What follows belongs to an exercise in optimizing a design on an open flow for small area, a short achievable clock period and few clock cycles; a production flow would make more cautious choices.
At most, simulation tests tie the RTL to the original design; equivalence was not proved.
For runs 1 to 3, only the layout was checked, not whether the RTL still works.
Power and IR drop assume default switching activity.

[flow/config.mk]
export PLATFORM = sky130hd
export DESIGN_NAME = CPU
export DESIGN_NICKNAME = CPU
export VERILOG_FILES = /design/flow/design.v
export SDC_FILE = /design/flow/constraint.sdc
export NUM_CORES = 4
export LEC_CHECK = 0
export CAP_MARGIN = 20
export CORE_MARGIN = 2
export CORE_UTILIZATION = 35
export SETUP_SLACK_MARGIN = 4
export SLEW_MARGIN = 20
[flow/constraint.sdc]
create_clock -name core_clock -period 8.0 [get_ports {clk}]
set_input_delay 1.6000 -clock core_clock [delete_from_list [all_inputs] [get_ports {clk}]]
set_output_delay 1.6000 -clock core_clock [all_outputs]
set_load 0.01 [all_outputs]
[flow/design.v]
module CPU (
    input   wire          clk,
    input   wire          reset,
    input         [31:0]  dataIn,
    output  wire  [31:0]  dataOut,
    output  wire  [31:0]  address,
    output                busWriteEnable      
);
reg  [11:0] fpc;         
reg         dslot;       
reg  [29:0] daddr;       
reg         we;          
reg  [31:0] dout;        
reg  [3:0]  smask;       
reg         ldq1;        
reg         ldq2;        
reg         stq1;        
reg         stq2;        
reg  [3:0]  ld1_rd, ld2_rd;      
reg  [2:0]  ld1_f3, ld2_f3;
reg  [1:0]  ld1_off, ld2_off;
reg         ld1_live, ld2_live;  
reg         dv;          
reg  [11:0] dpc;
reg         ev;
reg         e_wr;        
reg  [3:0]  erd;
reg  [31:0] opA, opB, estore;
reg         e_sub, s_add, s_log, s_sh, s_slt, s_link;
reg  [2:0]  e_f3;        
reg         e_left, e_arith, e_uns;
reg         e_br, e_pred, e_jalr, e_ld, e_st;
reg  [11:0] e_pcx;       
reg  [31:0] regs [1:15];
wire [31:0] bx   = e_sub ? ~opB : opB;
wire [32:0] sum  = {1'b0, opA} + {1'b0, bx} + {32'b0, e_sub};
wire        ltu  = ~sum[32];
wire        lts  = (opA[31] ^ opB[31]) ? opA[31] : sum[31];
wire        eq   = (opA == opB);
reg  [31:0] logr;
always @(*) begin
    case (e_f3[1:0])
        2'b00:   logr = opA ^ opB;
        2'b10:   logr = opA | opB;
        default: logr = opA & opB;
    endcase
end
function [31:0] rev32(input [31:0] x);
    integer k;
    begin
        for (k = 0; k < 32; k = k + 1) rev32[k] = x[31 - k];
    end
endfunction
wire [31:0] shin  = e_left ? rev32(opA) : opA;
wire        fill  = e_arith & opA[31];
wire [32:0] shr   = $signed({fill, shin}) >>> opB[4:0];
wire [31:0] shres = e_left ? rev32(shr[31:0]) : shr[31:0];
wire [31:0] eres = ({32{s_add}}  & sum[31:0])
                 | ({32{s_log}}  & logr)
                 | ({32{s_sh}}   & shres)
                 | ({32{s_slt}}  & {31'b0, e_uns ? ltu : lts})
                 | ({32{s_link}} & {18'b0, e_pcx, 2'b00});
wire        cond  = e_f3[2] ? (e_f3[1] ? ltu : lts) : eq;
wire        taken = cond ^ e_f3[0];
wire        redirE = ev & ((e_br & (taken != e_pred)) | e_jalr);
wire [11:0] tgtE   = e_jalr ? sum[13:2] : e_pcx;
wire        memE  = ev & (e_ld | e_st);
wire        rmwE  = ev & e_st & (e_f3[1:0] != 2'b10);
wire [31:0] ins   = dataIn;
wire [4:0]  opc   = ins[6:2];
wire [2:0]  f3    = ins[14:12];
wire [3:0]  rs1   = ins[18:15];
wire [3:0]  rs2   = ins[23:20];
wire [3:0]  rd    = ins[10:7];
wire isLUI   = opc == 5'b01101;
wire isAUIPC = opc == 5'b00101;
wire isJAL   = opc == 5'b11011;
wire isJALR  = opc == 5'b11001;
wire isBR    = opc == 5'b11000;
wire isLD    = opc == 5'b00000;
wire isST    = opc == 5'b01000;
wire isOPI   = opc == 5'b00100;
wire isOP    = opc == 5'b01100;
wire useRs1  = ~(isLUI | isAUIPC | isJAL);
wire useRs2  = isBR | isST | isOP;
wire wrRd    = isLUI | isAUIPC | isJAL | isJALR | isOPI | isOP;
wire [31:0] immI = {{20{ins[31]}}, ins[31:20]};
wire [31:0] immS = {{20{ins[31]}}, ins[31:25], ins[11:7]};
wire [31:0] immU = {ins[31:12], 12'b0};
wire [11:0] offB = {ins[31], ins[31], ins[7], ins[30:25], ins[11:9]};        
wire [11:0] offJ = {ins[13:12], ins[20], ins[30:22]};                
wire [31:0] rf1 = (rs1 == 4'd0) ? 32'b0 : regs[rs1];
wire [31:0] rf2 = (rs2 == 4'd0) ? 32'b0 : regs[rs2];
wire [31:0] a1  = (e_wr && erd == rs1) ? eres : rf1;
wire [31:0] a2  = (e_wr && erd == rs2) ? eres : rf2;
wire [31:0] lsh  = dataIn >> {ld2_off, 3'b000};
wire [31:0] ldata = (ld2_f3[1:0] == 2'b00) ? {{24{~ld2_f3[2] & lsh[7]}},  lsh[7:0]}  :
                    (ld2_f3[1:0] == 2'b01) ? {{16{~ld2_f3[2] & lsh[15]}}, lsh[15:0]} : lsh;
wire ldE    = ev & e_ld;
wire hitE   = (erd != 4'd0)    && ((useRs1 && rs1 == erd)    || (useRs2 && rs2 == erd));
wire hit1   = (ld1_rd != 4'd0) && ((useRs1 && rs1 == ld1_rd) || (useRs2 && rs2 == ld1_rd));
wire rawLd  = (ldE & hitE) | (ldq1 & hit1);
wire replayD = dv & ~redirE & (rawLd | ((rmwE | stq1) & (isLD | isST)));
wire killD   = redirE | replayD;
wire goD     = dv & ~killD;
wire predT   = isJAL | (isBR & ins[31]);
wire redirD  = goD & predT;
wire [11:0] dpc1 = dpc + 12'd1;
function [11:0] add12(input [11:0] a, input [11:0] b);
    reg [11:0] g, p;
    integer k, l;
    begin
        g = a & b;
        p = a ^ b;
        add12 = p;
        for (l = 1; l < 12; l = l * 2)
            for (k = 11; k >= 0; k = k - 1)
                if ((k / l) % 2 == 1) begin
                    g[k] = g[k] | (p[k] & g[(k / l) * l - 1]);
                    p[k] = p[k] & p[(k / l) * l - 1];
                end
        add12 = add12 ^ {g[10:0], 1'b0};
    end
endfunction
wire [11:0] tgtB = add12(dpc, offB);
wire [11:0] tgtJ = add12(dpc, offJ);
wire [11:0] tgtD = ins[2] ? tgtJ : tgtB;
integer i;
always @(posedge clk) begin
    if (reset) begin
        fpc   <= 12'd0;
        dslot <= 1'b0;
        we    <= 1'b0;
        ldq1  <= 1'b0;
        ldq2  <= 1'b0;
        stq1  <= 1'b0;
        stq2  <= 1'b0;
        dv    <= 1'b0;
        ev    <= 1'b0;
        e_wr  <= 1'b0;
    end else begin
        dv  <= ~dslot & ~redirE & ~replayD & ~redirD;
        dpc <= fpc;
        if (redirE)       fpc <= tgtE;
        else if (replayD) fpc <= dpc;
        else if (redirD)  fpc <= tgtD;
        else if (~dslot)  fpc <= fpc + 12'd1;
        dslot <= memE | stq2;
        we    <= (memE & e_st & ~rmwE) | stq2;
        ldq1  <= ldE;
        ldq2  <= ldq1;
        stq1  <= rmwE;
        stq2  <= stq1;
        ev   <= goD | ldq2;
        e_wr <= ldq2 ? (ld2_live & (ld2_rd != 4'd0)) : (goD & wrRd & (rd != 4'd0));
    end
    if (memE) begin
        daddr  <= sum[31:2];
        case (e_f3[1:0])
            2'b00: begin
                smask <= 4'b0001 << sum[1:0];
                dout  <= {4{estore[7:0]}};
            end
            2'b01: begin
                smask <= 4'b0011 << sum[1:0];
                dout  <= {sum[1] ? estore[15:8] : estore[7:0],
                          sum[1:0] == 2'b01 ? estore[15:8] : estore[7:0],
                          sum[1:0] == 2'b00 ? estore[15:8] : estore[7:0],
                          estore[7:0]};
            end
            default: begin
                smask <= 4'b1111;
                dout  <= estore;
            end
        endcase
    end
    if (stq2)
        dout <= {smask[3] ? dout[31:24] : dataIn[31:24],
                 smask[2] ? dout[23:16] : dataIn[23:16],
                 smask[1] ? dout[15:8]  : dataIn[15:8],
                 smask[0] ? dout[7:0]   : dataIn[7:0]};
    if (ldE) begin
        ld1_rd   <= erd;
        ld1_f3   <= e_f3;
        ld1_off  <= sum[1:0];
        ld1_live <= ~(goD & wrRd & rd == erd);
    end
    if (ldq1) begin
        ld2_rd   <= ld1_rd;
        ld2_f3   <= ld1_f3;
        ld2_off  <= ld1_off;
        ld2_live <= ld1_live & ~(goD & wrRd & rd == ld1_rd);
    end
    erd    <= ldq2 ? ld2_rd : rd;
    opA    <= (ldq2 | isLUI) ? 32'b0 : isAUIPC ? {18'b0, dpc, 2'b00} : a1;
    opB    <= ldq2 ? ldata : (isOP | isBR) ? a2 : isST ? immS : (isLUI | isAUIPC) ? immU : immI;
    estore <= a2;
    e_sub  <= ~ldq2 & (isBR | ((isOP | isOPI) & (f3[2:1] == 2'b01)) | (isOP & f3 == 3'b000 & ins[30]));
    s_add  <= ldq2 | ((isOP | isOPI) & f3 == 3'b000) | isLUI | isAUIPC;
    s_log  <= ~ldq2 & (isOP | isOPI) & f3[2] & (f3[1:0] != 2'b01);
    s_sh   <= ~ldq2 & (isOP | isOPI) & (f3[1:0] == 2'b01);
    s_slt  <= ~ldq2 & (isOP | isOPI) & (f3[2:1] == 2'b01);
    s_link <= ~ldq2 & (isJAL | isJALR);
    e_f3   <= ldq2 ? 3'b010 : f3;
    e_left <= ~f3[2];
    e_arith<= ins[30];
    e_uns  <= f3[0];
    e_br   <= ~ldq2 & isBR;
    e_pred <= ins[31];
    e_jalr <= ~ldq2 & isJALR;
    e_ld   <= ~ldq2 & isLD;
    e_st   <= ~ldq2 & isST;
    e_pcx  <= (isBR & ~ins[31]) ? tgtD : dpc1;
    for (i = 1; i < 16; i = i + 1)
        if (reset || (e_wr && erd == i))
            regs[i] <= reset ? 32'b0 : eres;
end
assign address        = dslot ? {daddr, 2'b00} : {18'b0, fpc, 2'b00};
assign busWriteEnable = we;
assign dataOut        = dout;
endmodule
[flow/run.sh]
#!/bin/bash
# synth_recipe.tcl (not shown) runs the flow's synth.tcl, then flattens the netlist and writes it again
# the make line also repeats each setting of config.mk as NAME=value (left out here)
make -C /OpenROAD-flow-scripts/flow DESIGN_CONFIG=/design/flow/config.mk WORK_HOME=/design/flow/orfs CLKGATE_MAP_FILE= SYNTH_SCRIPT=/design/flow/synth_recipe.tcl finish
==> results of run 1 <==
## routing by layer
layer / vias to the layer above / wire [um] / track usage / part of all wire
li1: 13900 / - / - / -
met1: 16300 / 59900 / 0.355 / 0.37
met3: 738 / 21600 / 0.0825 / 0.13
met5: - / 25 / 0 / 0.00015
met4: 4 / 10900 / 0.146 / 0.067
met2: 2822 / 70200 / 0.420 / 0.43
## sequential cells by signal (all words and copies together) (netlist names), 12 cells and up
name	cells
e_pcx	12
daddr	30
opA	32
opB	32
regs	480
dpc	12
fpc	12
dout	32
estore	32
## stage by stage
stage	hold WS, ns	area [um2]	setup slack [ns]
floorplan	0.400	39000	3.56
global placement	0.402	41800	2.41
detailed placement	0.413	41900	2.43
CTS	0.421	45200	3.89
global route	0.430	46000	3.74
finish	0.422	46000	3.88
## what timing repair did
action,CTS,global route
endpoints found under the setup margin,552,398
setup buffers,45,26
gates resized for setup,143,108
gates cloned,4,1
pin swaps,28,30
## layout make-up
| cell class | count | area share |
|---|---|---|
| flip-flops and latches | 728 | 0.443 |
| multi-input cells | 2415 | 0.397 |
| repair buffers | 271 | 0.0557 |
| clock buffers | 100 | 0.0454 |
| well taps | 1488 | 0.0405 |
| clock inverters | 42 | 0.00983 |
| inverters | 106 | 0.00874 |
| diodes | 1 | 0.0000544 |
## cell usage in the layout, fill, tap and decap left out, types with 86 or more instances in the layout
cell        n
o21ai_0   194
nor2_1    128
edfxtp_1  578
nand3_1    86
inv_1      96
nand2_1   258
buf_4     142
a22oi_1   306
a21oi_1   254
mux2i_1    91
dfxtp_1   143
ha_1      101
## power groups by stage
stage | Clock (uW) | Sequential [uW] | Combinational [uW]
finish | 3680 | 4640 | 2030
global route | 3840 | 4640 | 2130
CTS | 3690 | 4620 | 1870
detailed placement | 0 | 4700 | 1780
global placement | 0 | 4700 | 1770
floorplan | 0 | 4560 | 1140
## worst max path at each step
stage | from | to | slack [ns] | cells past startpoint
final | e_sub | regs[14][30] | 3.88 | 18
after global routing | dataIn[23] | fpc[9] | 3.74 | 16
after CTS | e_sub | regs[13][20] | 3.89 | 14
after detailed placement | dataIn[22] | fpc[9] | 2.43 | 17
after global placement | dataIn[22] | fpc[9] | 2.41 | 17
after floorplan | reset | regs[4][0] | 3.56 | 5
## kinds of logic after synthesis
| kind of cell | Yosys count | share of synthesized area |
|---|---|---|
| AO/OA/AOI/OAI | 1158 | 0.200 |
| AND/OR/NAND/NOR | 801 | 0.0986 |
| flip-flops | 728 | 0.523 |
| buffers and inverters | 375 | 0.0374 |
| multiplexers | 224 | 0.0769 |
| adder cells (fa/ha/maj) | 120 | 0.0403 |
| XOR/XNOR | 107 | 0.0241 |
| other | 1 | 0.0000963 |
## cell usage after synthesis (41+ instances only)
cell,number
edfxtp_1,578
a22oi_1,306
a21oi_1,264
nand2_1,263
clkbuf_1,222
o21ai_0,217
nor2_1,161
dfxtp_1,150
ha_1,111
inv_1,100
mux2i_1,94
nand3_1,89
a222oi_1,82
mux2_2,77
xor2_1,76
nand4_1,70
mux4_2,51
nand2b_1,45
and2_1,41
## worst max-delay path, delay by kind of cell (launching register included)
family,cells,cell delay (ns)
xor+xnor,1,0.15
buf+inv,6,0.88
flops,1,0.39
simple gates,4,1.05
fa+ha+maj,1,0.39
compound gates,6,1.12
==> summary.md, run 1 <==
| Metric | Value |
|---|---|
| Headroom to the max-slew limit | `0.245` |
| Core Region | `around 0.11 mm2` |
| Overall die area | `around 0.11 mm2` |
| Post-synthesis register bit count | `728` |
| Sequential share of the synthesized area | `0.523` |
| Fraction of final layout cells sized beyond drive strength 1 | `0.169` |
| CTS tree | `built` |
| Multi-input logic area | `about 0.018 mm2` |
| Finish-stage setup viols | `0` |
| Vias in the first global route | `about 32000` |
| Proportion of power drawn by the clock network | `0.355` |
| Slowest Stage Delay on Critical Path | `about 0.47 ns` |
| Reg power frac | `0.448` |
| Routed vias/inst | `6.56` |
| IR Drop Worst-Case VDD | `192 uV` |
| Pin count of the biggest net entering global routing | `between 70 and 80` |
| Horizontal extent of the die | `roughly 340 um` |
| Post-layout min period | `between 4 and 5 ns` |
| Insertion delay to the later sink of the worst-skew pair | `~0.69 ns` |
| First-pass GRT wire length | `between 200 and 250 mm` |
| Final #Nets | `3753` |
| Root cell of the clock tree | `clkbuf_16` |
| Synthesized instance count | `about 3500` |
| Post-Route Skew | `0.0435 ns` |
| Number of CTS-inserted buffers | `77` |
| Clock Sink Count | `728` |
| Worst Hold Path EP | `ld2_f3[1]` |
| Register-to-register setup slack | `roughly 3.9 ns` |
| Maximum achievable frequency | `242 MHz` |
| Combinational share of power | `0.196` |
| PD cells | `225 mW/mm2` |
| Cell-by-cell listing of the critical path | `buf_12, buf_6, xor2_1, ha_1, o211ai_1, o211ai_1, buf_4, nand3_4, a21oi_4, o31a_1, o41a_1, a31oi_4, buf_6, buf_6, or4_4, and3_4, nor2_4, clkbuf_16` |
| Ys Warns | `34` |
| Most frequently used flop master after synthesis | `edfxtp_1` |
| Most Frequent Cell on Critical Path | `buf_6` |
| Pint | `around 7100 uW` |
| Placed insts | `between 4000 and 5000` |
| Die span in y | `338 um` |
| Wirelength, routed | `approximately 160 mm` |
| Kind of critical path | `reg -> reg` |
| Detail Route Antenna Nets | `0` |
| Most area-consuming cells after synthesis | `edfxtp_1 45%, dfxtp_1 7.7%, a22oi_1 5.9%` |
| Final hold vios | `0` |
| Detailed-route wire length per cell | `31.6 um` |
| Capture instance of the worst register-to-register path | `regs[14][30]` |
| Placement row count | `approximately 120` |
| Remaining routing DRC violations | `0` |
| Top-area cell type share of the netlist area | `0.446` |
| Critical Path Source Type | `flop` |
| Run status | `no timing/DRC/antenna violations` |
| Synth cell types | `approximately 80` |
| Share of total power consumed by net switching | `0.311` |
| Detailed-route via count | `roughly 34000` |
| Clock transition at the registers of the reported paths | `~0.06 ns` |
| I/O Pins | `99` |
| Count of buffers from port buffering | `96` |
| Count of flip-flops with a built-in enable after synthesis | `578` |
| Crit path max-delay cell type | `or4_4` |
| Synthesized cell area | `about 0.04 mm2` |
| Initial antenna violation count | `8` |
| CP Capture Type | `flop` |
| Number of design-rule violations left by the first detailed-router iteration | `7000` |
| Aggregate global-route resource usage | `0.277` |
| Startpoint of the worst-slack reg-to-reg timing path | `e_sub` |
| Data arrival time at the worst-slack endpoint | `approximately 4.7 ns` |
| Type of the tightest min-delay check | `reg -> reg` |
| Min-Delay Startpoint | `ld1_f3[1]` |
| Hold buffer count at CTS | `0` |
| R2r worst-path depth | `18` |
| Fillers | `10300` |
| Finished Core Util | `0.416` |
| Maximum net fanout on the critical path | `7` |
| Detailed-placement wirelength estimate | `~100 mm` |
| Number of H-tree branching levels | `3` |
| Total Negative Setup Slacks | `0 ns` |
| Cell taking the most area after synthesis | `edfxtp_1` |
| Avg Cell Area, Syn | `between 10 and 15 um2` |
| Router iterations before antenna repair | `11` |
| Share of synthesized registers carrying an async set or reset | `0` |
| Number of instances on the worst hold path | `0` |
| Global-route congestion overflow total | `0` |
| Transition time of the tightest slew-check pin | `about 1.1 ns` |
| Switching power summed over all nets | `~3200 uW` |
| Register Area | `0.0204 mm2` |
| Share of the clock period used by the worst path after layout | `0.516` |
| Unrepaired setup endpoints after global routing | `true` |
| Worst endpoint required time | `8.55 ns` |
| Final Slew Violations | `0` |
| Max-Cap Viols | `0` |
| Growth of design area from synthesis to finish | `18.0%` |
| Final Total Pwr | `between 10000 and 15000 uW` |
| Starting Density | `0.352` |
| Leakage | `0.0164 uW` |
| RePlAce Congestion | `0.997` |
| Number of non-filler instances in the completed layout | `about 5000` |
| Clock tree buffer depth | `3` |
==> inputs of run 2 (changes only) <==
--- a/flow/design.v
+++ b/flow/design.v
@@ -33,9 +33,25 @@
 reg  [11:0] e_pcx;       
 reg  [31:0] regs [1:15];
-wire [31:0] bx   = e_sub ? ~opB : opB;
-wire [32:0] sum  = {1'b0, opA} + {1'b0, bx} + {32'b0, e_sub};
+function [32:0] addp(input [31:0] a, input [31:0] b, input cin);
+    reg [31:0] g, p, x;
+    integer k, l;
+    begin
+        x = a ^ b;
+        g = a & b;
+        p = x;
+        g[0] = g[0] | (p[0] & cin);
+        for (l = 1; l < 32; l = l * 2)
+            for (k = 31; k >= 0; k = k - 1)
+                if ((k / l) % 2 == 1) begin
+                    g[k] = g[k] | (p[k] & g[(k / l) * l - 1]);
+                    p[k] = p[k] & p[(k / l) * l - 1];
+                end
+        addp = {g[31], x ^ {g[30:0], cin}};
+    end
+endfunction
+wire [32:0] sum  = addp(opA, opB, e_sub);
 wire        ltu  = ~sum[32];
-wire        lts  = (opA[31] ^ opB[31]) ? opA[31] : sum[31];
-wire        eq   = (opA == opB);
+wire        lts  = (opA[31] == opB[31]) ? opA[31] : sum[31];
+wire        eq   = &(opA ^ opB);
 reg  [31:0] logr;
 always @(*) begin
@@ -107,4 +123,5 @@
 wire redirD  = goD & predT;
 wire [11:0] dpc1 = dpc + 12'd1;
+wire subD = ~ldq2 & (isBR | ((isOP | isOPI) & (f3[2:1] == 2'b01)) | (isOP & f3 == 3'b000 & ins[30]));
 function [11:0] add12(input [11:0] a, input [11:0] b);
     reg [11:0] g, p;
@@ -194,7 +211,7 @@
     erd    <= ldq2 ? ld2_rd : rd;
     opA    <= (ldq2 | isLUI) ? 32'b0 : isAUIPC ? {18'b0, dpc, 2'b00} : a1;
-    opB    <= ldq2 ? ldata : (isOP | isBR) ? a2 : isST ? immS : (isLUI | isAUIPC) ? immU : immI;
+    opB    <= (ldq2 ? ldata : (isOP | isBR) ? a2 : isST ? immS : (isLUI | isAUIPC) ? immU : immI) ^ {32{subD}};
     estore <= a2;
-    e_sub  <= ~ldq2 & (isBR | ((isOP | isOPI) & (f3[2:1] == 2'b01)) | (isOP & f3 == 3'b000 & ins[30]));
+    e_sub  <= subD;
     s_add  <= ldq2 | ((isOP | isOPI) & f3 == 3'b000) | isLUI | isAUIPC;
     s_log  <= ~ldq2 & (isOP | isOPI) & f3[2] & (f3[1:0] != 2'b01);
==> summary.md, run 2 <==
| Metric | Value |
|---|---|
| Critical Path Stages | `11 (-7)` |
| Largest register by flop count | `regs` |
| Core Region | `0.112 mm2 (+1.5%)` |
| PD cells | `225 mW/mm2 (-0.26%)` |
| Fraction of final layout cells sized beyond drive strength 1 | `0.149 (-0.0193)` |
| Transition time of the tightest slew-check pin | `1.28 ns (+0.144 ns)` |
| Clock tree buffer depth | `3 (unchanged)` |
| Number of H-tree branching levels | `3 (unchanged)` |
| Type of the tightest min-delay check | `reg -> reg` |
| Detailed-route via count | `35500 (+5.1%)` |
| Aggregate global-route resource usage | `0.293 (+0.0163)` |
| Unrepaired setup endpoints after global routing | `true` |
| Root cell of the clock tree | `clkbuf_16` |
| Avg Cell Area, Syn | `10.9 um2 (-1.6%)` |
| Final hold vios | `0 (unchanged)` |
| Pin count of the biggest net entering global routing | `72 (+1.4%)` |
| I/O Pins | `99 (unchanged)` |
| Max FFs per register | `480 (unchanged)` |
| Cell taking the most area after synthesis | `edfxtp_1` |
| Synthesized instance count | `3622 (+3.1%)` |
| Crit path max-delay cell type | `buf_4` |
| Starting Density | `0.352 (about the same)` |
| R2r worst-path depth | `14 (-4)` |
| Most common library cell in the layout ignoring fill and taps | `edfxtp_1` |
| Final #Nets | `3793 (+1.1%)` |
| Post-Route Skew | `0.0632 ns (+0.0197 ns)` |
| Capture point of the critical path | `opB[10]` |
| CP Capture Type | `flop` |
| Die span in y | `340 um (+0.71%)` |
| Clock Sink Count | `728 (unchanged)` |
| Maximum net fanout on the critical path | `32 (+25)` |
| Maximum achievable frequency | `249 MHz (+2.7%)` |
| Wirelength, routed | `176 mm (+8.6%)` |
| Horizontal extent of the die | `340 um (+0.71%)` |
| Capture instance of the worst register-to-register path | `opB[8]` |
| Clock transition at the registers of the reported paths | `0.06 ns (about the same)` |
| Ys Warns | `34 (unchanged)` |
| Cell-by-cell listing of the critical path | `buf_4, buf_12, nor4bb_4, buf_4, a22oi_1, and4_1, a31oi_1, nor2_1, a211oi_1, o211a_1, a211oi_1` |
| Synthesized cell area | `0.0395 mm2 (+1.4%)` |
| Global-route congestion overflow total | `0 (unchanged)` |
| Antenna diode count | `0 (-1)` |
| Finish-stage setup viols | `0 (unchanged)` |
| Vias in the first global route | `33400 (+5.5%)` |
| Register Area | `0.0204 mm2 (+0.22%)` |
| Fillers | `10600 (+2.6%)` |
| Leakage | `0.0162 uW (-1.2%)` |
| Router iterations before antenna repair | `14 (+3)` |
| Max-Cap Viols | `0 (unchanged)` |
| Startpoint of the worst-slack reg-to-reg timing path | `opA[0]` |
| Finished Core Util | `0.411 (-0.00527)` |
| Growth of design area from synthesis to finish | `16.6%` |
| Count of buffers from port buffering | `96 (unchanged)` |
| Detail Route Antenna Nets | `0 (unchanged)` |
| Kind of cell with the highest combined delay on the critical path | `compound AO/OA/AOI/OAI gates` |
| Most frequently used flop master after synthesis | `edfxtp_1` |
| Worst Setup SP | `dataIn[20]` |
| Most frequent cells in the layout | `578 x edfxtp_1, 332 x a22oi_1, 254 x nand2_1` |
| Most frequent cell after synthesis | `edfxtp_1` |
| Final setup slack of the worst path | `3.99 ns (+0.109 ns)` |
| Initial antenna violation count | `3 (-5)` |
| Routed vias/inst | `6.79 (+3.5%)` |
| Top-area cell type share of the netlist area | `0.439 (-0.00628)` |
| Pre-CTS setup slack | `2.33 ns (-0.104 ns)` |
| Slowest Stage Delay on Critical Path | `0.56 ns (+0.09 ns)` |
| Kind of critical path | `in -> reg` |
| CTS tree | `built` |
| RePlAce Congestion | `0.996 (about the same)` |
| Data arrival time at the worst-slack endpoint | `4.53 ns (-0.14 ns)` |
| Post-layout min period | `4.01 ns (-0.109 ns)` |
| Overall die area | `0.116 mm2 (+1.4%)` |
| Synth cell types | `92 (+16%)` |
| Number of design-rule violations left by the first detailed-router iteration | `6970 (-0.43%)` |
| Run status | `no timing/DRC/antenna violations` |
| Sequential share of the synthesized area | `0.515 (-0.00737)` |
| Worst endpoint required time | `8.51 ns (-0.04 ns)` |
| IR Drop Worst-Case VDD | `173 uV (-10%)` |
| Share of synthesized registers carrying an async set or reset | `0 (unchanged)` |
| Critical Path Source Type | `input port` |
| Remaining routing DRC violations | `0 (unchanged)` |
| Register-to-register setup slack | `4.01 ns (+0.13 ns)` |
| Number of CTS-inserted buffers | `78 (+1.3%)` |
| Most common library cells after synthesis | `578 x edfxtp_1, 332 x a22oi_1, 257 x nand2_1` |
| Share of the clock period used by the worst path after layout | `0.502 (-0.0137)` |
| Most area-consuming cells after synthesis | `edfxtp_1 44%, dfxtp_1 7.6%, a22oi_1 6.3%` |
| Multi-input logic area | `0.0184 mm2 (+1.1%)` |
| Detailed-route wire length per cell | `33.8 um (+7.0%)` |
| Final Slew Violations | `0 (unchanged)` |
| Insertion delay to the later sink of the worst-skew pair | `0.69 ns (about the same)` |
| Worst path buffer plus inverter count | `3 (-3)` |
| Total Negative Setup Slacks | `0 ns (unchanged)` |
| Detailed-placement wirelength estimate | `110 mm (+5.8%)` |
| First-pass GRT wire length | `246 mm (+7.9%)` |
| Post-synthesis register bit count | `728 (unchanged)` |
| Count of flip-flops with a built-in enable after synthesis | `578 (unchanged)` |
| Placement row count | `123 (+0.82%)` |
| Headroom to the max-slew limit | `0.138 (-0.107)` |
run 2: layout make-up:
type / count / area share
Timing Repair Buffer: 250 / 0.0527
Inverter: 111 / 0.00915
Multi-Input combinational cell: 2496 / 0.400
Clock buffer: 97 / 0.0441
Sequential cell: 728 / 0.443
Clock inverter: 45 / 0.0102
Tap cell: 1500 / 0.0407
run 2: worst min-delay path by stage:
stage,from,endpoint,slack (ns),depth (start not counted)
2_1_floorplan,ld1_f3[0],ld2_f3[0],0.40,0
3_3_place_gp,ld1_f3[2],ld2_f3[2],0.40,0
3_5_place_dp,ld1_f3[2],ld2_f3[2],0.41,0
4_1_cts,ld1_off[0],ld2_off[0],0.42,0
5_1_grt,e_f3[0],ld1_f3[0],0.43,0
6_report,ld1_f3[1],ld2_f3[1],0.42,0
run 2: timing repair:
item                       4_1_cts  5_1_grt
gates resized for setup        132      114
hold buffers                     0        0
pin swaps                       11       17
setup endpoints to repair      582      526
cloned                           4        3
buffers inserted                12       17
run 2: cell families (layout without fill, tap and decap cells):
family,after synthesis,count (layout),share of synthesized area
buffers and inverters,400,503,0.0400
AOI/OAI and AO/OA,1231,1231,0.217
xor gates and xnor gates,82,82,0.0182
and+or+nand+nor,884,885,0.109
adders and majority gates,94,94,0.0324
other,1,2,0.0000949
DFF,728,728,0.515
muxes,202,202,0.0678
run 2: power by group:
group          switching (uW)  internal (uW)
Combinational            1310            729
Clock                    1610           1990
Sequential                326           4370
run 2: stage by stage:
stage,hold WS (ns),instances,total power (uW),instance area (um2)
2_1_floorplan,0.400,3623,5740,39500
3_5_place_dp,0.410,5049,6580,42500
3_3_place_gp,0.405,5049,6570,42500
6_report,0.424,5227,10300,46100
5_1_grt,0.435,5227,10600,46100
4_1_cts,0.422,5207,10200,45500
run 2: layer usage:
metal,GRT usage,part of all wire,wire [um]
met4,0.164,0.069,12200
met1,0.371,0.36,63000
met3,0.118,0.16,27800
met2,0.424,0.42,73400
met5,0,0.00022,38
==> inputs of run 3 (changes only) <==
--- a/flow/design.v
+++ b/flow/design.v
@@ -9,5 +9,6 @@
 reg  [11:0] fpc;         
 reg         dslot;       
-reg  [29:0] daddr;       
+reg  [11:0] daddr;       
+reg  [11:0] areg;        
 reg         we;          
 reg  [31:0] dout;        
@@ -27,4 +28,5 @@
 reg  [3:0]  erd;
 reg  [31:0] opA, opB, estore;
+reg  [4:0]  e_sh;        
 reg         e_sub, s_add, s_log, s_sh, s_slt, s_link;
 reg  [2:0]  e_f3;        
@@ -33,4 +35,5 @@
 reg  [11:0] e_pcx;       
 reg  [31:0] regs [1:15];
+reg  [15:1] rvalid;      
 function [32:0] addp(input [31:0] a, input [31:0] b, input cin);
     reg [31:0] g, p, x;
@@ -70,5 +73,5 @@
 wire [31:0] shin  = e_left ? rev32(opA) : opA;
 wire        fill  = e_arith & opA[31];
-wire [32:0] shr   = $signed({fill, shin}) >>> opB[4:0];
+wire [32:0] shr   = $signed({fill, shin}) >>> e_sh;
 wire [31:0] shres = e_left ? rev32(shr[31:0]) : shr[31:0];
 wire [31:0] eres = ({32{s_add}}  & sum[31:0])
@@ -89,13 +92,13 @@
 wire [3:0]  rs2   = ins[23:20];
 wire [3:0]  rd    = ins[10:7];
-wire isLUI   = opc == 5'b01101;
-wire isAUIPC = opc == 5'b00101;
-wire isJAL   = opc == 5'b11011;
-wire isJALR  = opc == 5'b11001;
-wire isBR    = opc == 5'b11000;
-wire isLD    = opc == 5'b00000;
-wire isST    = opc == 5'b01000;
-wire isOPI   = opc == 5'b00100;
-wire isOP    = opc == 5'b01100;
+wire isLUI   =  ins[5] &  ins[4] &  ins[2];
+wire isAUIPC = ~ins[5] &  ins[4] &  ins[2];
+wire isJAL   =  ins[3];
+wire isJALR  =  ins[6] &  ins[2] & ~ins[3];
+wire isBR    =  ins[6] & ~ins[2];
+wire isLD    = ~ins[5] & ~ins[4];
+wire isST    = ~ins[6] &  ins[5] & ~ins[4];
+wire isOPI   = ~ins[5] &  ins[4] & ~ins[2];
+wire isOP    =  ins[5] &  ins[4] & ~ins[2];
 wire useRs1  = ~(isLUI | isAUIPC | isJAL);
 wire useRs2  = isBR | isST | isOP;
@@ -106,6 +109,6 @@
 wire [11:0] offB = {ins[31], ins[31], ins[7], ins[30:25], ins[11:9]};        
 wire [11:0] offJ = {ins[13:12], ins[20], ins[30:22]};                
-wire [31:0] rf1 = (rs1 == 4'd0) ? 32'b0 : regs[rs1];
-wire [31:0] rf2 = (rs2 == 4'd0) ? 32'b0 : regs[rs2];
+wire [31:0] rf1 = (rs1 != 4'd0 && rvalid[rs1]) ? regs[rs1] : 32'b0;
+wire [31:0] rf2 = (rs2 != 4'd0 && rvalid[rs2]) ? regs[rs2] : 32'b0;
 wire [31:0] a1  = (e_wr && erd == rs1) ? eres : rf1;
 wire [31:0] a2  = (e_wr && erd == rs2) ? eres : rf2;
@@ -123,4 +126,6 @@
 wire redirD  = goD & predT;
 wire [11:0] dpc1 = dpc + 12'd1;
+wire        selR = ~ldq2 & (isOP | isBR);
+wire [31:0] immX = (ldq2 ? ldata : isST ? immS : (isLUI | isAUIPC) ? immU : immI) ^ {32{subD}};
 wire subD = ~ldq2 & (isBR | ((isOP | isOPI) & (f3[2:1] == 2'b01)) | (isOP & f3 == 3'b000 & ins[30]));
 function [11:0] add12(input [11:0] a, input [11:0] b);
@@ -143,8 +148,10 @@
 wire [11:0] tgtJ = add12(dpc, offJ);
 wire [11:0] tgtD = ins[2] ? tgtJ : tgtB;
+wire [11:0] fpcN = redirE ? tgtE : replayD ? dpc : redirD ? tgtD : ~dslot ? fpc + 12'd1 : fpc;
 integer i;
 always @(posedge clk) begin
     if (reset) begin
         fpc   <= 12'd0;
+        areg  <= 12'd0;
         dslot <= 1'b0;
         we    <= 1'b0;
@@ -159,8 +166,6 @@
         dv  <= ~dslot & ~redirE & ~replayD & ~redirD;
         dpc <= fpc;
-        if (redirE)       fpc <= tgtE;
-        else if (replayD) fpc <= dpc;
-        else if (redirD)  fpc <= tgtD;
-        else if (~dslot)  fpc <= fpc + 12'd1;
+        fpc  <= fpcN;
+        areg <= memE ? sum[13:2] : stq2 ? daddr : fpcN;
         dslot <= memE | stq2;
         we    <= (memE & e_st & ~rmwE) | stq2;
@@ -173,5 +178,5 @@
     end
     if (memE) begin
-        daddr  <= sum[31:2];
+        daddr  <= sum[13:2];
         case (e_f3[1:0])
             2'b00: begin
@@ -211,5 +216,6 @@
     erd    <= ldq2 ? ld2_rd : rd;
     opA    <= (ldq2 | isLUI) ? 32'b0 : isAUIPC ? {18'b0, dpc, 2'b00} : a1;
-    opB    <= (ldq2 ? ldata : (isOP | isBR) ? a2 : isST ? immS : (isLUI | isAUIPC) ? immU : immI) ^ {32{subD}};
+    e_sh   <= (isOP ? a2[4:0] : ins[24:20]);
+    opB    <= selR ? a2 ^ {32{subD}} : immX;
     estore <= a2;
     e_sub  <= subD;
@@ -229,9 +235,14 @@
     e_st   <= ~ldq2 & isST;
     e_pcx  <= (isBR & ~ins[31]) ? tgtD : dpc1;
-    for (i = 1; i < 16; i = i + 1)
-        if (reset || (e_wr && erd == i))
-            regs[i] <= reset ? 32'b0 : eres;
+    for (i = 1; i < 16; i = i + 1) begin
+        if (e_wr && erd == i)
+            regs[i] <= eres;
+        if (reset)
+            rvalid[i] <= 1'b0;
+        else if (e_wr && erd == i)
+            rvalid[i] <= 1'b1;
+    end
 end
-assign address        = dslot ? {daddr, 2'b00} : {18'b0, fpc, 2'b00};
+assign address        = {18'b0, areg, 2'b00};
 assign busWriteEnable = we;
 assign dataOut        = dout;
==> summary.md, run 3 <==
| Metric | Value |
|---|---|
| Final Slew Violations | `0 (unchanged)` |
| Clock tree buffer depth | `3 (unchanged)` |
| Overall die area | `0.117 mm2 (+1.4%)` |
| Leakage | `0.0162 uW (about the same)` |
| Most frequently used flop master after synthesis | `edfxtp_1` |
| Growth of design area from synthesis to finish | `16.0%` |
| Sequential share of the synthesized area | `0.511 (-0.00479)` |
| Insertion delay to the later sink of the worst-skew pair | `0.67 ns (-0.02 ns)` |
| Transition time of the tightest slew-check pin | `1.33 ns (+0.0502 ns)` |
| Avg Cell Area, Syn | `10.9 um2 (+0.30%)` |
| Worst endpoint required time | `8.55 ns (+0.04 ns)` |
| Remaining routing DRC violations | `0 (unchanged)` |
| First-pass GRT wire length | `242 mm (-1.8%)` |
| Clock Sink Count | `742 (+1.9%)` |
| Root cell of the clock tree | `clkbuf_16` |
| Starting Density | `0.352 (about the same)` |
| Fraction of final layout cells sized beyond drive strength 1 | `0.160 (+0.0104)` |
| Post-layout min period | `4.06 ns (+0.0432 ns)` |
| CTS tree | `built` |
| Count of buffers from port buffering | `78 (-19%)` |
| Core Region | `0.114 mm2 (+1.5%)` |
| Top-area cell type share of the netlist area | `0.420 (-0.0197)` |
| Number of H-tree branching levels | `3 (unchanged)` |
| Initial antenna violation count | `6 (+3)` |
| Clock transition at the registers of the reported paths | `0.06 ns (about the same)` |
| IR Drop Worst-Case VDD | `146 uV (-15%)` |
| CP Capture Type | `flop` |
| Kind of critical path | `in -> reg` |
| Multi-input logic area | `0.0186 mm2 (+1.0%)` |
| Share of synthesized registers carrying an async set or reset | `0 (unchanged)` |
| Maximum achievable frequency | `246 MHz (-1.1%)` |
| Most common library cells after synthesis | `560 x edfxtp_1, 294 x a22oi_1, 289 x nand2_1` |
| Synthesized cell area | `0.0401 mm2 (+1.4%)` |
| Detailed-route via count | `34900 (-1.5%)` |
| Most frequent cells in the layout | `560 x edfxtp_1, 292 x a22oi_1, 283 x nand2_1` |
| RePlAce Congestion | `0.995 (-0.18%)` |
| Max FFs per register | `480 (unchanged)` |
| Maximum net fanout on the critical path | `12 (-63%)` |
| Fillers | `10800 (+1.8%)` |
| Pin count of the biggest net entering global routing | `80 (+11%)` |
| Slowest Stage Delay on Critical Path | `0.71 ns (+0.15 ns)` |
| Horizontal extent of the die | `342 um (+0.71%)` |
| Final hold vios | `0 (unchanged)` |
| Router iterations before antenna repair | `8 (-6)` |
| Placement row count | `124 (+0.81%)` |
| I/O Pins | `99 (unchanged)` |
| Synthesized instance count | `3663 (+1.1%)` |
| Run status | `no timing/DRC/antenna violations` |
| Post-Route Skew | `0.0441 ns (-0.0191 ns)` |
| Aggregate global-route resource usage | `0.286 (-0.00723)` |
| Count of flip-flops with a built-in enable after synthesis | `560 (-3.1%)` |
| Data arrival time at the worst-slack endpoint | `4.61 ns (+0.08 ns)` |
| Detailed-placement wirelength estimate | `109 mm (-0.62%)` |
| Cell-by-cell listing of the critical path | `clkdlybuf4s50_1, nand3b_1, buf_4, nor2b_1, a21oi_1, o21ai_4, or4b_1, and3_1` |
| Wirelength, routed | `173 mm (-1.8%)` |
| Final Total Pwr | `10800 uW (+4.7%)` |
| Register Area | `0.0205 mm2 (+0.36%)` |
| Share of the clock period used by the worst path after layout | `0.507 (+0.00540)` |
| Vias in the first global route | `32700 (-2.1%)` |
| Detailed-route wire length per cell | `32.8 um (-2.8%)` |
| Type of the tightest min-delay check | `reg -> reg` |
| PD cells | `233 mW/mm2 (+3.8%)` |
| Global-route congestion overflow total | `0 (unchanged)` |
| Critical Path Source Type | `input port` |
| Headroom to the max-slew limit | `0.115 (-0.0227)` |
| Cell taking the most area after synthesis | `edfxtp_1` |
| Routed vias/inst | `6.62 (-2.5%)` |
| Most frequent cell after synthesis | `edfxtp_1` |
| Die span in y | `342 um (+0.71%)` |
| Post-synthesis register bit count | `742 (+1.9%)` |
| Max-Cap Viols | `0 (unchanged)` |
| Number of CTS-inserted buffers | `79 (+1.3%)` |
| Synth cell types | `89 (-3.3%)` |
| Most common library cell in the layout ignoring fill and taps | `edfxtp_1` |
| Number of design-rule violations left by the first detailed-router iteration | `6740 (-3.3%)` |
| Hold buffer count at CTS | `0 (unchanged)` |
| Final #Nets | `3837 (+1.2%)` |
| Finish-stage setup viols | `0 (unchanged)` |
| Ys Warns | `34 (unchanged)` |
| Unrepaired setup endpoints after global routing | `true` |
| Total Negative Setup Slacks | `0 ns (unchanged)` |
| Crit path max-delay cell type | `clkdlybuf4s50_1` |
| Detail Route Antenna Nets | `0 (unchanged)` |
| Most area-consuming cells after synthesis | `edfxtp_1 42%, dfxtp_1 9.1%, a22oi_1 5.5%` |
| Largest register by flop count | `regs` |
[run 3: changes by cell type after synthesis, sizes merged, moves of 26 or more]
cell | previous run | this run
a22oi | 332 | 294
nand2 | 257 | 289
a22o | 18 | 57
dfxtp | 150 | 182
mux2i | 108 | 134
o21ai | 237 | 198
[run 3: layout make-up]
class | instances | share of cell area
antenna | 2 | 0.000108
tap | 1512 | 0.0407
clock buffer | 96 | 0.0453
timing repair buffer | 243 | 0.0483
multi-input combinational | 2500 | 0.400
sequential | 742 | 0.441
inverter | 133 | 0.0110
clock inverter | 51 | 0.0138
[run 3: final timing paths]
kind / start / end / slack (ns) / depth (start not counted)
hold / removal: ld1_f3[2] / ld2_f3[2] / 0.41 / 0
setup / recovery: dataIn[5] / opB[14] / 3.94 / 8
hold reg to reg: ld1_f3[2] / ld2_f3[2] / 0.41 / 0
setup reg to reg: opA[0] / opB[4] / 4.02 / 14
[run 3: power breakdown]
part / total [uW] / internal, uW / leakage [uW] / switching, uW
registers: 4690 / 4450 / 0.00663 / 240
clock network: 3880 / 2210 / 0.00132 / 1670
logic: 2260 / 785 / 0.00828 / 1470
[run 3: worst max-delay path: cells and delay by family]
| family | cells | cell delay (ns) |
|---|---|---|
| and+or+nand+nor | 4 | 1.10 |
| buffers and inverters | 2 | 0.98 |
| AOI/OAI and AO/OA | 2 | 0.92 |
[run 3: routing by layer]
metal | global-route usage | routed length (um) | part of all wire
met3 | 0.0833 | 23900 | 0.14
met1 | 0.369 | 63300 | 0.37
met2 | 0.431 | 74200 | 0.43
met4 | 0.155 | 11800 | 0.068
met5 | 0 | 52 | 0.00030
[run 3: cell families (layout without fill, tap and decap cells)]
| kind of cell | count (synthesis) | count (layout) | share of synthesized area |
|---|---|---|---|
| compound gates | 1170 | 1171 | 0.205 |
| simple gates | 853 | 855 | 0.101 |
| flops | 742 | 742 | 0.511 |
| buf+inv | 443 | 523 | 0.0452 |
| mux | 249 | 249 | 0.0814 |
| fa+ha+maj | 104 | 104 | 0.0351 |
| xor+xnor | 101 | 101 | 0.0221 |
| other cells | 1 | 22 | 0.0000936 |
[run 3: repair_timing]
item	CTS	global route
cloned	2	3
pin swaps	12	25
endpoints found under the setup margin	334	152
setup buffers	31	19
gates resized for setup	133	118
[run 3: stage by stage]
step	utilization	hold WS [ns]	cell area [um2]	instances	setup slack, ns
2_1_floorplan	-	0.400	40200	3682	3.98
3_3_place_gp	0.374	0.402	42600	5074	2.20
3_5_place_dp	0.374	0.407	42600	5074	2.13
4_1_cts	0.403	0.408	45900	5254	4.00
5_1_grt	0.408	0.417	46500	5278	3.88
6_report	0.408	0.409	46500	5279	3.94
==> inputs of run 4 (changes only) <==
--- a/flow/design.v
+++ b/flow/design.v
@@ -14,4 +14,6 @@
 reg  [31:0] dout;        
 reg  [3:0]  smask;       
+reg         cv;          
+reg         ld1_lat, ld2_lat;  
 reg         ldq1;        
 reg         ldq2;        
@@ -27,5 +29,5 @@
 reg         e_wr;        
 reg  [3:0]  erd;
-reg  [31:0] opA, opB, estore;
+reg  [31:0] opA, opB;   
 reg  [4:0]  e_sh;        
 reg         e_sub, s_add, s_log, s_sh, s_slt, s_link;
@@ -79,11 +81,20 @@
                  | ({32{s_sh}}   & shres)
                  | ({32{s_slt}}  & {31'b0, e_uns ? ltu : lts})
-                 | ({32{s_link}} & {18'b0, e_pcx, 2'b00});
+                 | ({32{s_link}} & opB);
+wire [13:0] asum  = opA[13:0] + {{2{e_pcx[11]}}, e_pcx};
 wire        cond  = e_f3[2] ? (e_f3[1] ? ltu : lts) : eq;
 wire        taken = cond ^ e_f3[0];
 wire        redirE = ev & ((e_br & (taken != e_pred)) | e_jalr);
-wire [11:0] tgtE   = e_jalr ? sum[13:2] : e_pcx;
+wire [11:0] tgtE   = e_jalr ? asum[13:2] : e_pcx;
 wire        memE  = ev & (e_ld | e_st);
-wire        rmwE  = ev & e_st & (e_f3[1:0] != 2'b10);
+wire        chit  = cv & (asum[13:2] == daddr);
+wire        rmwE  = ev & e_st & (e_f3[1:0] != 2'b10) & ~chit;    
+wire [3:0]  stmask = (e_f3[1:0] == 2'b00) ? 4'b0001 << asum[1:0] :
+                     (e_f3[1:0] == 2'b01) ? 4'b0011 << asum[1:0] : 4'b1111;
+wire [31:0] stpos  = (e_f3[1:0] == 2'b00) ? {4{opB[7:0]}} :
+                     (e_f3[1:0] == 2'b01) ? {asum[1] ? opB[15:8] : opB[7:0],
+                                             asum[1:0] == 2'b01 ? opB[15:8] : opB[7:0],
+                                             asum[1:0] == 2'b00 ? opB[15:8] : opB[7:0],
+                                             opB[7:0]} : opB;
 wire [31:0] ins   = dataIn;
 wire [4:0]  opc   = ins[6:2];
@@ -126,6 +137,6 @@
 wire redirD  = goD & predT;
 wire [11:0] dpc1 = dpc + 12'd1;
-wire        selR = ~ldq2 & (isOP | isBR);
-wire [31:0] immX = (ldq2 ? ldata : isST ? immS : (isLUI | isAUIPC) ? immU : immI) ^ {32{subD}};
+wire        selR = ~ldq2 & (isOP | isBR | isST);
+wire [31:0] immX = (ldq2 ? ldata : (isJAL | isJALR) ? {18'b0, dpc1, 2'b00} : (isLUI | isAUIPC) ? immU : immI) ^ {32{subD}};
 wire subD = ~ldq2 & (isBR | ((isOP | isOPI) & (f3[2:1] == 2'b01)) | (isOP & f3 == 3'b000 & ins[30]));
 function [11:0] add12(input [11:0] a, input [11:0] b);
@@ -160,4 +171,5 @@
         stq1  <= 1'b0;
         stq2  <= 1'b0;
+        cv    <= 1'b0;
         dv    <= 1'b0;
         ev    <= 1'b0;
@@ -167,5 +179,5 @@
         dpc <= fpc;
         fpc  <= fpcN;
-        areg <= memE ? sum[13:2] : stq2 ? daddr : fpcN;
+        areg <= memE ? asum[13:2] : stq2 ? daddr : fpcN;
         dslot <= memE | stq2;
         we    <= (memE & e_st & ~rmwE) | stq2;
@@ -174,27 +186,21 @@
         stq1  <= rmwE;
         stq2  <= stq1;
+        if (memE)
+            cv <= e_st ? ~rmwE : chit;
+        else if (stq2 | (ldq2 & ld2_lat))
+            cv <= 1'b1;
         ev   <= goD | ldq2;
         e_wr <= ldq2 ? (ld2_live & (ld2_rd != 4'd0)) : (goD & wrRd & (rd != 4'd0));
     end
-    if (memE) begin
-        daddr  <= sum[13:2];
-        case (e_f3[1:0])
-            2'b00: begin
-                smask <= 4'b0001 << sum[1:0];
-                dout  <= {4{estore[7:0]}};
-            end
-            2'b01: begin
-                smask <= 4'b0011 << sum[1:0];
-                dout  <= {sum[1] ? estore[15:8] : estore[7:0],
-                          sum[1:0] == 2'b01 ? estore[15:8] : estore[7:0],
-                          sum[1:0] == 2'b00 ? estore[15:8] : estore[7:0],
-                          estore[7:0]};
-            end
-            default: begin
-                smask <= 4'b1111;
-                dout  <= estore;
-            end
-        endcase
-    end
+    if (memE)
+        daddr <= asum[13:2];
+    if (memE & e_st) begin
+        smask <= stmask;
+        dout  <= {stmask[3] ? stpos[31:24] : dout[31:24],
+                  stmask[2] ? stpos[23:16] : dout[23:16],
+                  stmask[1] ? stpos[15:8]  : dout[15:8],
+                  stmask[0] ? stpos[7:0]   : dout[7:0]};
+    end else if (ldq2 & ld2_lat)
+        dout <= dataIn;
     if (stq2)
         dout <= {smask[3] ? dout[31:24] : dataIn[31:24],
@@ -205,5 +211,6 @@
         ld1_rd   <= erd;
         ld1_f3   <= e_f3;
-        ld1_off  <= sum[1:0];
+        ld1_off  <= asum[1:0];
+        ld1_lat  <= 1'b1;
         ld1_live <= ~(goD & wrRd & rd == erd);
     end
@@ -212,4 +219,5 @@
         ld2_f3   <= ld1_f3;
         ld2_off  <= ld1_off;
+        ld2_lat  <= ld1_lat & ~memE;
         ld2_live <= ld1_live & ~(goD & wrRd & rd == ld1_rd);
     end
@@ -218,5 +226,4 @@
     e_sh   <= (isOP ? a2[4:0] : ins[24:20]);
     opB    <= selR ? a2 ^ {32{subD}} : immX;
-    estore <= a2;
     e_sub  <= subD;
     s_add  <= ldq2 | ((isOP | isOPI) & f3 == 3'b000) | isLUI | isAUIPC;
@@ -234,5 +241,5 @@
     e_ld   <= ~ldq2 & isLD;
     e_st   <= ~ldq2 & isST;
-    e_pcx  <= (isBR & ~ins[31]) ? tgtD : dpc1;
+    e_pcx  <= isBR ? (ins[31] ? dpc1 : tgtD) : isST ? immS[11:0] : immI[11:0];
     for (i = 1; i < 16; i = i + 1) begin
         if (e_wr && erd == i)
==> summary.md, run 4 <==
| Metric | Value |
|---|---|
| Post-Synth XOR/XNOR Area | `0.0283 (+0.00623)` |
| Cell-by-cell listing of the critical path | `fa_2, inv_2, fa_2, nand3b_1, a21oi_2, o31ai_4, nand2_2, a2111o_1, a21o_1, nor2b_4, or3_4, nor3b_4, o21ai_2, buf_4, or3_1, a21oi_2` |
| First-pass GRT wire length | `232 mm (-4.0%)` |
| Multiplexer share of the synthesized area | `0.0692 (-0.0122)` |
| Post-route cell area | `0.0464 mm2 (-0.16%)` |
| Die span in y | `341 um (-0.41%)` |
| Most frequently used flop master after synthesis | `edfxtp_1` |
| Routed vias/inst | `6.50 (-1.8%)` |
| Worst path buffer plus inverter count | `2 (unchanged)` |
| Register-to-register setup slack | `3.82 ns (-0.20 ns)` |
| Ys Warns | `34 (unchanged)` |
| Post-layout min period | `4.18 ns (+0.119 ns)` |
| PD cells | `224 mW/mm2 (-3.7%)` |
| Hold buffer count at CTS | `0 (unchanged)` |
| Run status | `no timing/DRC/antenna violations` |
| Maximum net fanout on the critical path | `4 (-8)` |
| Final #Nets | `3947 (+2.9%)` |
| Leakage | `0.0161 uW (-0.70%)` |
| Detail Route Antenna Nets | `0 (unchanged)` |
| Count of buffers from port buffering | `78 (unchanged)` |
| Number of H-tree branching levels | `3 (unchanged)` |
| Critical Path Source Type | `flop` |
| Horizontal extent of the die | `341 um (-0.41%)` |
| Avg Cell Area, Syn | `10.6 um2 (-3.3%)` |
| Finish-stage setup viols | `0 (unchanged)` |
| Dominant combinational cell family by area after synthesis | `compound AO/OA/AOI/OAI gates` |
| Detailed-routed wire length on met3 | `21.1 mm (-12%)` |
| Count of flip-flops with a built-in enable after synthesis | `561 (+0.18%)` |
| Most area-consuming cells after synthesis | `edfxtp_1 42%, dfxtp_1 7.6%, a22oi_1 6.0%` |
| Sequential share of the synthesized area | `0.500 (-0.0106)` |
| Starting Density | `0.353 (+0.00134)` |
| Maximum achievable frequency | `239 MHz (-2.9%)` |
| Insertion delay to the later sink of the worst-skew pair | `0.67 ns (about the same)` |
| IR Drop Worst-Case VDD | `144 uV (-1.2%)` |
| Max-Cap Viols | `0 (unchanged)` |
| Min-Delay Startpoint | `ld1_f3[1]` |
| Initial antenna violation count | `4 (-2)` |
| Total Negative Setup Slacks | `0 ns (unchanged)` |
| Synthesized instance count | `3755 (+2.5%)` |
| Fillers | `10700 (-1.0%)` |
| Post-Synth Adder-Cell Area | `0.0413 (+0.00615)` |
| Post-Route Skew | `0.0637 ns (+0.0196 ns)` |
| Routed length on met1 | `63.8 mm (+0.74%)` |
| Kind of cell with the highest combined delay on the critical path | `compound AO/OA/AOI/OAI gates` |
| Largest register by flop count | `regs` |
| Placement Cell Area | `0.0422 mm2 (-0.94%)` |
| RePlAce Congestion | `1.00 (+0.93%)` |
| Slowest Stage Delay on Critical Path | `0.48 ns (-0.23 ns)` |
| Global-route congestion overflow total | `0 (unchanged)` |
| CTS tree | `built` |
| Crit path max-delay cell type | `a2111o_1` |
| Headroom to the max-slew limit | `0.160 (+0.0447)` |
| Clock tree buffer depth | `3 (unchanged)` |
| Detailed-route wire length per cell | `30.8 um (-6.2%)` |
| Worst Hold Path EP | `ld2_f3[1]` |
| Transition time of the tightest slew-check pin | `1.26 ns (-0.0671 ns)` |
| Most common library cell in the layout ignoring fill and taps | `edfxtp_1` |
| Remaining routing DRC violations | `0 (unchanged)` |
| Compound-cell area share of the yosys netlist | `0.209 (+0.00365)` |
| Worst endpoint required time | `8.57 ns (+0.02 ns)` |
| Data arrival time at the worst-slack endpoint | `4.75 ns (+0.14 ns)` |
| Root cell of the clock tree | `clkbuf_16` |
| Most frequent cells in the layout | `561 x edfxtp_1, 313 x a22oi_1, 278 x nand2_1` |
| Router iterations before antenna repair | `11 (+3)` |
| Share of the clock period used by the worst path after layout | `0.522 (+0.0149)` |
| Growth of design area from synthesis to finish | `16.8%` |
| Most common library cells after synthesis | `561 x edfxtp_1, 315 x a22oi_1, 289 x nand2_1` |
| Number of CTS-inserted buffers | `78 (-1.3%)` |
| Final Slew Violations | `0 (unchanged)` |
| Top-area cell type share of the netlist area | `0.424 (+0.00430)` |
| Fraction of final layout cells sized beyond drive strength 1 | `0.165 (+0.00547)` |
| Pin count of the biggest net entering global routing | `83 (+3.8%)` |
| Final Total Pwr | `10400 uW (-3.8%)` |
| Number of instances on the worst hold path | `0 (unchanged)` |
| Detailed-placement wirelength estimate | `104 mm (-4.5%)` |
| Placement row count | `123 (-0.81%)` |
| Synth cell types | `90 (+1.1%)` |
| Core Region | `0.112 mm2 (-1.2%)` |
| Overall die area | `0.116 mm2 (-0.83%)` |
| I/O Pins | `99 (unchanged)` |
| Highest metal used | `met5` |
| Detailed-route via count | `34800 (-0.43%)` |
| Type of the tightest min-delay check | `reg -> reg` |
| Post-synthesis register bit count | `712 (-4.0%)` |
| Aggregate global-route resource usage | `0.272 (-0.0139)` |
| Startpoint of the worst-slack reg-to-reg timing path | `opA[0]` |
| Share of synthesized registers carrying an async set or reset | `0 (unchanged)` |
| R2r worst-path depth | `16 (+2)` |
| Capture instance of the worst register-to-register path | `e_wr` |
| Final hold vios | `0 (unchanged)` |
| Wirelength, routed | `165 mm (-4.9%)` |
| Clock transition at the registers of the reported paths | `0.06 ns (about the same)` |
| Cell taking the most area after synthesis | `edfxtp_1` |
| Clock Sink Count | `712 (-4.0%)` |
| Vias in the first global route | `32400 (-0.93%)` |
| Kind of critical path | `reg -> reg` |
| CP Capture Type | `flop` |
| Unrepaired setup endpoints after global routing | `true` |
| Number of design-rule violations left by the first detailed-router iteration | `6603 (-2.0%)` |
| Synthesized cell area | `0.0397 mm2 (-0.84%)` |
| Basic-gate share of the synthesized area counting and, or, nand and nor cells | `0.107 (+0.00658)` |
| Max FFs per register | `480 (unchanged)` |
| Most frequent cell after synthesis | `edfxtp_1` |
| Metal2 WL | `70.7 mm (-4.8%)` |
## run 4: cell types whose count changed after synthesis, moves of 14 or more
cell,previous run,this run
o22a_1,15,1
nor2_1,184,242
nand4_1,50,73
a22oi_1,294,315
o22ai_1,9,45
a222oi_1,56,70
ha_1,90,107
mux2i_1,132,108
o21ai_0,185,245
dfxtp_1,182,151
a21oi_1,215,255
a221oi_1,46,26
a22o_1,57,23
## run 4: worst register-to-register path: cells and delay by family, from the launching register on
family | cells | cell delay [ns]
simple gates | 6 | 1.43
fa+ha+maj | 2 | 0.55
buf+inv | 2 | 0.23
compound gates | 6 | 1.50
flops | 1 | 0.39
## run 4: stage by stage
stage / util / worst slack (ns) / hold slack, ns / std cells
floorplan: - / 4.00 / 0.400 / 3774
global placement: 0.375 / 1.48 / 0.403 / 5139
detailed placement: 0.375 / 1.48 / 0.417 / 5139
CTS: 0.408 / 3.95 / 0.416 / 5332
global route: 0.413 / 3.75 / 0.424 / 5352
finish: 0.413 / 3.82 / 0.420 / 5354
## run 4: worst max path at each step
stage	depth (start not counted)	end	slack, ns	startpoint
final	16	e_wr	3.82	opA[0]
after global routing	16	areg[6]	3.75	e_sub
after floorplan	13	areg[4]	4.00	dataIn[23]
after global placement	15	opA[7]	1.48	dataIn[15]
after CTS	15	areg[3]	3.95	e_sub
after detailed placement	15	opA[7]	1.48	dataIn[15]
## run 4: repair_timing
item | in CTS | in global routing
hold endpoints to repair | 0 | 0
gates cloned | 5 | 0
resized for setup | 231 | 104
endpoints found under the setup margin | 375 | 167
buffers inserted | 47 | 20
pin swaps | 46 | 36
## run 4: kinds of logic after synthesis
logic type,count (synthesis)
AO/OA/AOI/OAI,1229
AND/OR/NAND/NOR,912
flip-flops,712
buffers and inverters,448
multiplexers,206
XOR/XNOR,125
adder cells (fa/ha/maj),122
other,1
## run 4: area by class of cell
| cell class | count | area [um2] | share of cell area |
|---|---|---|---|
| multi-input cells | 2617 | 19100 | 0.411 |
| diodes | 2 | 5.00 | 0.000108 |
| inverters | 133 | 534 | 0.0115 |
| clock inverters | 52 | 624 | 0.0134 |
| clock buffers | 89 | 2020 | 0.0436 |
| well taps | 1500 | 1880 | 0.0404 |
| flip-flops and latches | 712 | 20000 | 0.430 |
| repair buffers | 249 | 2310 | 0.0498 |
## run 4: power by group
| part | switching [uW] | total (uW) | internal (uW) |
|---|---|---|---|
| clock network | 1570 | 3760 | 2190 |
| logic | 1400 | 2160 | 752 |
| registers | 225 | 4510 | 4280 |
## run 4: metal layers
| layer | GRT usage | vias up |
|---|---|---|
| met5 | 0 | - |
| met4 | 0.125 | 4 |
| met3 | 0.0656 | 657 |
| met2 | 0.409 | 2718 |
| met1 | 0.370 | 16900 |
| li1 | - | 14500 |
Testbench counts of run 4, summed over its fixed seeds: cycles 105,547.
==> inputs of run 5 (changes only) <==
--- a/flow/design.v
+++ b/flow/design.v
@@ -87,4 +87,6 @@
 wire        redirE = ev & ((e_br & (taken != e_pred)) | e_jalr);
 wire [11:0] tgtE   = e_jalr ? asum[13:2] : e_pcx;
+wire        keepE  = ~e_jalr & ~dslot & (fpc == e_pcx);
+wire        jumpE  = redirE & ~keepE;
 wire        memE  = ev & (e_ld | e_st);
 wire        chit  = cv & (asum[13:2] == daddr);
@@ -159,5 +161,5 @@
 wire [11:0] tgtJ = add12(dpc, offJ);
 wire [11:0] tgtD = ins[2] ? tgtJ : tgtB;
-wire [11:0] fpcN = redirE ? tgtE : replayD ? dpc : redirD ? tgtD : ~dslot ? fpc + 12'd1 : fpc;
+wire [11:0] fpcN = jumpE ? tgtE : replayD ? dpc : redirD ? tgtD : ~dslot ? fpc + 12'd1 : fpc;
 integer i;
 always @(posedge clk) begin
@@ -176,5 +178,5 @@
         e_wr  <= 1'b0;
     end else begin
-        dv  <= ~dslot & ~redirE & ~replayD & ~redirD;
+        dv  <= ~dslot & ~jumpE & ~replayD & ~redirD;
         dpc <= fpc;
         fpc  <= fpcN;
--- a/flow/config.mk
+++ b/flow/config.mk
@@ -9,4 +9,5 @@
 export CORE_MARGIN = 2
 export CORE_UTILIZATION = 35
+export CTS_BUF_LIST = sky130_fd_sc_hd__clkbuf_8
 export SETUP_SLACK_MARGIN = 4
 export SLEW_MARGIN = 20
==> summary.md, run 5 <==
| Metric | Value |
|---|---|
| Run status | `no timing/DRC/antenna violations` |
| Final hold vios | `0 (unchanged)` |
| Finish-stage setup viols | `0 (unchanged)` |
| Vias in the first global route | `32800 (+1.2%)` |
| I/O Pins | `99 (unchanged)` |
| Top-area cell type share of the netlist area | `0.420 (-0.00403)` |
| PD cells | `218 mW/mm2 (-2.8%)` |
| Total Negative Setup Slacks | `0 ns (unchanged)` |
| Overall die area | `0.117 mm2 (+0.95%)` |
| Most frequently used flop master after synthesis | `edfxtp_1` |
| Synth cell types | `96 (+6.7%)` |
| Worst Hold Path EP | `ld2_f3[1]` |
| Maximum achievable frequency | `251 MHz (+4.7%)` |
| Critical Path Source Type | `input port` |
| Worst endpoint required time | `8.66 ns (+0.09 ns)` |
| Data arrival time at the worst-slack endpoint | `4.65 ns (-0.10 ns)` |
| Detailed-route via count | `35300 (+1.5%)` |
| Post-synthesis register bit count | `712 (unchanged)` |
| Maximum net fanout on the critical path | `21 (+17)` |
| IR Drop Worst-Case VDD | `167 uV (+16%)` |
| Max FFs per register | `480 (unchanged)` |
| Final-layout worst hold slack | `0.411 ns (-0.00935 ns)` |
| Growth of design area from synthesis to finish | `14.3%` |
| Core Region | `0.114 mm2 (+1.4%)` |
| Hold buffer count at CTS | `0 (unchanged)` |
| Avg Cell Area, Syn | `10.7 um2 (+0.77%)` |
| Pin count of the biggest net entering global routing | `80 (-3.6%)` |
| Slowest Stage Delay on Critical Path | `0.69 ns (+0.21 ns)` |
| Remaining routing DRC violations | `0 (unchanged)` |
| CTS tree | `built` |
| CP Capture Type | `flop` |
| Most frequent cell after synthesis | `edfxtp_1` |
| Most frequent cells in the layout | `561 x edfxtp_1, 289 x nand2_1, 269 x a22oi_1` |
| Most common library cells after synthesis | `561 x edfxtp_1, 292 x nand2_1, 269 x a22oi_1` |
| Synthesized instance count | `3762 (+0.19%)` |
| Starting Density | `0.352 (-0.00141)` |
| First-pass GRT wire length | `235 mm (+0.98%)` |
| Cell taking the most area after synthesis | `edfxtp_1` |
| Die span in y | `343 um (+0.47%)` |
| Pre-CTS setup slack | `1.81 ns (+0.328 ns)` |
| Share of synthesized registers carrying an async set or reset | `0 (unchanged)` |
| Share of total power consumed by net switching | `0.331 (+0.0244)` |
| R2r worst-path depth | `10 (-6)` |
| Count of buffers from port buffering | `78 (unchanged)` |
| Root cell of the clock tree | `clkbuf_8` |
| Share of the clock period used by the worst path after layout | `0.499 (-0.0232)` |
| Worst path buffer plus inverter count | `3 (+1)` |
| Sequential share of the synthesized area | `0.495 (-0.00476)` |
| Kind of critical path | `in -> reg` |
| Most area-consuming cells after synthesis | `edfxtp_1 42%, dfxtp_1 7.5%, a22oi_1 5.0%` |
| Placement Cell Area | `0.0426 mm2 (+0.89%)` |
| Initial antenna violation count | `9 (+5)` |
| Switching power summed over all nets | `3310 uW (+3.7%)` |
| Max-Cap Viols | `0 (unchanged)` |
| Capture instance of the worst register-to-register path | `regs[4][31]` |
| Fraction of final layout cells sized beyond drive strength 1 | `0.146 (-0.0191)` |
| Finished Core Util | `0.402 (-0.0106)` |
| Post-layout min period | `3.99 ns (-0.186 ns)` |
| Clock tree buffer depth | `3 (unchanged)` |
| Proportion of power drawn by the clock network | `0.313 (-0.048)` |
| Insertion delay to the later sink of the worst-skew pair | `0.78 ns (+0.11 ns)` |
| Transition time of the tightest slew-check pin | `1.21 ns (-0.0518 ns)` |
| Number of CTS-inserted buffers | `113 (+45%)` |
| Ys Warns | `34 (unchanged)` |
| Final setup slack of the worst path | `4.01 ns (+0.186 ns)` |
| Crit path max-delay cell type | `and3_1` |
| Placement row count | `124 (+0.81%)` |
| Number of H-tree branching levels | `3 (unchanged)` |
| Pint | `6690 uW (-7.3%)` |
| Largest register by flop count | `regs` |
| Number of design-rule violations left by the first detailed-router iteration | `6822 (+3.3%)` |
-- run 5: changes by cell type after synthesis, moves of 20 or more --
| cell | change |
|---|---|
| a22o_1 | +31 |
| and3_1 | +21 |
| a221oi_1 | +29 |
| a31oi_1 | +20 |
| a22oi_1 | -46 |
| clkbuf_1 | -21 |
| nand3_1 | -22 |
| o22ai_1 | -36 |
-- run 5: cell families after synthesis --
group | Yosys count | share of synthesized area
mux | 192 | 0.0689
fa+ha+maj | 122 | 0.0409
other cells | 1 | 0.0000935
flops | 712 | 0.495
xor+xnor | 126 | 0.0290
buf+inv | 439 | 0.0448
compound gates | 1251 | 0.213
simple gates | 919 | 0.108
-- run 5: worst max-delay path by stage --
stage	cells past startpoint	from	to
2_1_floorplan	15	dataIn[20]	opB[7]
3_3_place_gp	14	dataIn[15]	opA[8]
3_5_place_dp	14	dataIn[15]	opA[12]
4_1_cts	13	opA[1]	e_wr
5_1_grt	10	e_left	regs[11][29]
6_report	10	dataIn[17]	opA[2]
-- run 5: cell type report --
cell class	count	area, um2
multi-input combinational	2630	19300
clock buffer	120	1650
timing repair inverter	1	7.51
timing repair buffer	214	1960
fill	11000	68200
inverter	131	533
clock inverter	90	593
antenna	3	7.51
sequential	712	19900
tap	1512	1890
-- run 5: routing by layer --
metal  vias up  global-route usage  part of all wire
met3       623              0.0724              0.14
met5         -                   0           0.00028
met2      2921               0.408              0.43
li1      14700                   -                 -
met1     17100               0.362              0.38
met4         8               0.138             0.059
-- run 5: what timing repair did --
action,CTS,global route
gates resized for setup,161,95
setup buffers,17,20
gates cloned,2,1
endpoints found under the setup margin,445,126
pin swaps,5,19
-- run 5: power groups by stage --
| stage | clock (uW) | sequential [uW] | combinational, uW |
|---|---|---|---|
| 3_5_place_dp | 0 | 4620 | 2090 |
| 3_3_place_gp | 0 | 4630 | 2070 |
| 6_report | 3130 | 4570 | 2310 |
| 5_1_grt | 3330 | 4560 | 2460 |
| 2_1_floorplan | 0 | 4480 | 1400 |
| 4_1_cts | 3160 | 4550 | 2160 |
-- run 5: per-stage QoR --
step | total power [uW] | instances
after CTS | 9870 | 5389
after global placement | 6700 | 5159
after detailed placement | 6710 | 5160
after global routing | 10300 | 5412
final | 10000 | 5413
after floorplan | 5870 | 3781
-- run 5: worst reg2reg max path, cell delays in order (launching register included) --
cell and delay, ns:
dfxtp_1 0.38, buf_12 0.24, mux4_1 0.71, mux4_2 0.54, mux4_2 0.53, nand2_1 0.09, o21ai_1 0.06, a222oi_1 0.26
a21boi_2 0.39, clkinvlp_4 0.31, buf_12 0.22
Testbench counts of run 5, summed over its fixed seeds: cycles 105,002.

-- separate check: timing with driven ports --
Ports are ideal in the flow. The routed layouts listed here were re-timed in OpenROAD.
Step 1 sets driving cells, clkbuf_16 on the clock port and buf_2 on the other inputs (assumed; they add their load-dependent delay and slew).
Step 2 also shifts input and output timing later by t, the mid clock arrival at the registers, as if the neighbouring blocks saw the same clock.
a / b / c = no drivers / after step 1 / after step 2; a / b = the first two.
run | t (ns) | setup slack, ns
run 1 | 0.735 | 3.876 / 3.876 / 3.296
run 2 | 0.728 | 3.985 / 4.006 / 3.302
run 3 | 0.724 | 3.942 / 3.994 / 3.270
run 4 | 0.713 | 3.823 / 3.823 / 3.261
run 5 | 0.820 | 4.009 / 3.994 / 3.174
After both steps setup and hold are still met in every run listed.
